Context: an optimization exercise on an open-source flow, tuned for small area, a short achievable clock period and few clock cycles. The choices shown serve that exercise and are no tape-out recipe. In this exercise RTL edits were held to simulation tests only and were not proved equivalent to the original. Power figures rest on the tool's default switching activity, not on a simulated workload.

==> 01-08: inputs <==
==> flow/design.v (excerpt) <==
module CHIP (	clk,
				rst_n,
				mem_read_D,
				mem_write_D,
				mem_addr_D,
				mem_wdata_D,
				mem_rdata_D,
				mem_ready_D,
				mem_read_I,
				mem_write_I,
				mem_addr_I,
				mem_wdata_I,
				mem_rdata_I,
				mem_ready_I,
				DCACHE_addr,
				DCACHE_wdata,
				DCACHE_wen,
				PC
			);
input			clk, rst_n;
output			mem_read_D;
output			mem_write_D;
output	[31:4]	mem_addr_D;
output	[127:0]	mem_wdata_D;
input	[127:0]	mem_rdata_D;
input			mem_ready_D;
output			mem_read_I;
output			mem_write_I;
output	[31:4]	mem_addr_I;
output	[127:0]	mem_wdata_I;
input	[127:0]	mem_rdata_I;
input			mem_ready_I;
output	[29:0]	DCACHE_addr;
output	[31:0]	DCACHE_wdata;
output			DCACHE_wen;
output	[31:0]	PC;
	assign mem_write_I = 1'b0;
	assign mem_wdata_I = 128'd0;
	RISCV_Pipeline i_RISCV (
		.clk         (clk),
		.rst_n       (rst_n),
		.mem_read_I  (mem_read_I),
		.mem_addr_I  (mem_addr_I),
		.mem_rdata_I (mem_rdata_I),
		.mem_ready_I (mem_ready_I),
		.mem_read_D  (mem_read_D),
		.mem_write_D (mem_write_D),
		.mem_addr_D  (mem_addr_D),
		.mem_wdata_D (mem_wdata_D),
		.mem_rdata_D (mem_rdata_D),
		.mem_ready_D (mem_ready_D),
		.st_en       (DCACHE_wen),
		.st_addr     (DCACHE_addr),
		.st_data     (DCACHE_wdata),
		.pc_out      (PC)
	);
endmodule
Settings: LEC_CHECK=0, CAP_MARGIN=20, CORE_MARGIN=2, CORE_UTILIZATION=40, SLEW_MARGIN=20; clock period 13.0 ns.
standard.sh (not shown) runs the stock make flow with config.mk's settings and CLKGATE_MAP_FILE= SYNTH_SCRIPT=/design/flow/synth_recipe.tcl, a recipe that flattens the netlist after the stock synthesis.
==> flow/flow/run.sh <==
#!/bin/bash
# Layout flow: the standard ORFS flow (standard.sh, unchanged synthesis
# and steps) with these make variables:
#  - BUFFER_PORTS_ARGS: every port still gets its own buffer, a plain
#    sky130_fd_sc_hd__buf_4 instead of the default delay-cell buffer;
set -euo pipefail
bash standard.sh \
    SETUP_SLACK_MARGIN=8.5 \
    'BUFFER_PORTS_ARGS=-buffer_cell sky130_fd_sc_hd__buf_4' \
    CTS_CLUSTER_SIZE=20 \
    CTS_CLUSTER_DIAMETER=100 \
    finish > standard.log 2>&1
==> inputs of 10-06, as changes to 01-08 <==
--- a/flow/design.v
+++ b/flow/design.v
@@ -197,17 +197,16 @@
     wire [31:0] ex_tgt;
     wire        ld_use;
     wire        id_redir_raw, id_redir;
     wire [31:0] id_tgt;
     wire [31:0] d_rdata;      
     wire [31:0] alu_y;
     wire [31:0] alu_sum;
     wire [31:0] ex_a;         
-    wire        jr_hi;        
     wire        id_thi;       
     wire [2:0]  off       = pc[3:1];
     wire        at7       = &off;
     wire        use_stash = at7 & stash_v;
     wire        stash32   = &stash[1:0];
     wire        ihit;
     wire [127:0] c_line;      
     wire [7:0]  c_vjw;        
@@ -280,17 +279,17 @@
     always @(posedge clk) begin
         if (!rst_n) begin
             pc      <= 32'd0;
             pc_hi   <= 1'b0;
             fl      <= 10'd0;
             stash_v <= 1'b0;
         end else if (!freeze & ex_redir) begin
             pc      <= ex_tgt;
-            pc_hi   <= idex_jalr ? jr_hi : idex_thi;
+            pc_hi   <= idex_jalr ? hi_of_sum(ex_a, idex_b) : idex_thi;
             fl      <= ex_tgt[13:4];
             stash_v <= 1'b0;
         end else if (!freeze & id_redir) begin
             pc      <= id_tgt;
             pc_hi   <= id_thi;
             fl      <= id_tgt[13:4];
             stash_v <= 1'b0;
         end else if (go_if & ~ex_taken) begin
@@ -559,19 +558,16 @@
         .y        (alu_y),
         .sum      (alu_sum)
     );
     wire ex_eq    = (ex_a == ex_b);
     wire ex_cond  = ex_eq ^ idex_bne;
     assign ex_taken = idex_v & ((idex_br & ex_cond) | idex_jalr);
     wire   e1       = ex_taken & ifid_v & d_brj & v_jal;
     assign ex_redir = ex_taken & ~e1;
-    assign jr_hi = idex_fa_ex ? hi_of_sum(exmem_res, idex_b)
-                 : idex_fa_wb ? hi_of_sum(memwb_val, idex_b)
-                              : hi_of_sum(idex_a, idex_b);
     assign ex_tgt   = idex_jalr ? alu_sum : idex_t;
     always @(posedge clk) begin
         if (!rst_n) begin
             exmem_v   <= 1'b0;
             exmem_wen <= 1'b0;
         end else if (!freeze) begin
             exmem_v   <= idex_v;
             exmem_wen <= idex_v & idex_st;
==> flow/flow/run.sh (replaced) <==
#!/bin/bash
# Layout flow: the standard ORFS flow (standard.sh, unchanged synthesis
# and steps) with these make variables:
#  - BUFFER_PORTS_ARGS: every port still gets its own buffer, a plain
#    sky130_fd_sc_hd__buf_4 instead of the default delay-cell buffer;
set -euo pipefail
bash standard.sh \
    SETUP_SLACK_MARGIN=8.0 \
    'BUFFER_PORTS_ARGS=-buffer_cell sky130_fd_sc_hd__buf_4' \
    CTS_CLUSTER_SIZE=20 \
    CTS_CLUSTER_DIAMETER=100 \
    finish > standard.log 2>&1
==> notes.md <==
- Register-to-register slack: 01-08 is better than 10-06 (0.30 ns).
- Against 10-06, the final cell count of 01-08 is higher by about 2.7%.
- In 01-08 the final area is higher than in 10-06, by 3.4%.
- Against 10-06, the combinational power of 01-08 is higher by 18%.
- Between 01-08 and 10-06, the lower die area is in 10-06 (gap 1.5%, measured against 10-06).
- Between 10-06 and 01-08, the lower first-iteration DRC count is in 10-06 (gap about 1.5%, measured against 01-08).
Testbench counts of 01-08, summed over its fixed seeds: cycles 283,817.
Testbench counts of 10-06, summed over its fixed seeds: cycles 283,817.

-- what the ideal ports hide --
Ports are ideal in the flow. The routed layouts listed here were re-timed in OpenROAD. Step 1 (the two cells are an assumption about what drives the block):
set clk [get_ports {clk}]
set_driving_cell -lib_cell sky130_fd_sc_hd__clkbuf_16 $clk
set_driving_cell -lib_cell sky130_fd_sc_hd__buf_2 [delete_from_list [all_inputs] $clk]
Step 2 adds t to the input delays and takes it off the output delays; t is the mean of the earliest and latest rising clock arrival at the registers after step 1. Input paths then give back, and output paths get back, about the clock's delay inside the block. a / b / c = ideal / step 1 / step 2; a / b = the first two.
run	t, ns	slack for setup (ns)	hold WS [ns]	worst setup path after step 2	slew at the worst register clock pin (ns)
01-08	1.099	8.292 / 8.292 / 7.429	0.465 / 0.465 / 0.465	input to register	0.10 / 0.10
10-06	1.074	7.995 / 7.995 / 7.066	0.467 / 0.467 / 0.467	input to register	0.10 / 0.10
After both steps setup and hold are still met in every run listed. For 10-06, which loses most, drivers alone change the setup slack by 0.000 ns; drivers and shift together by -0.929 ns.
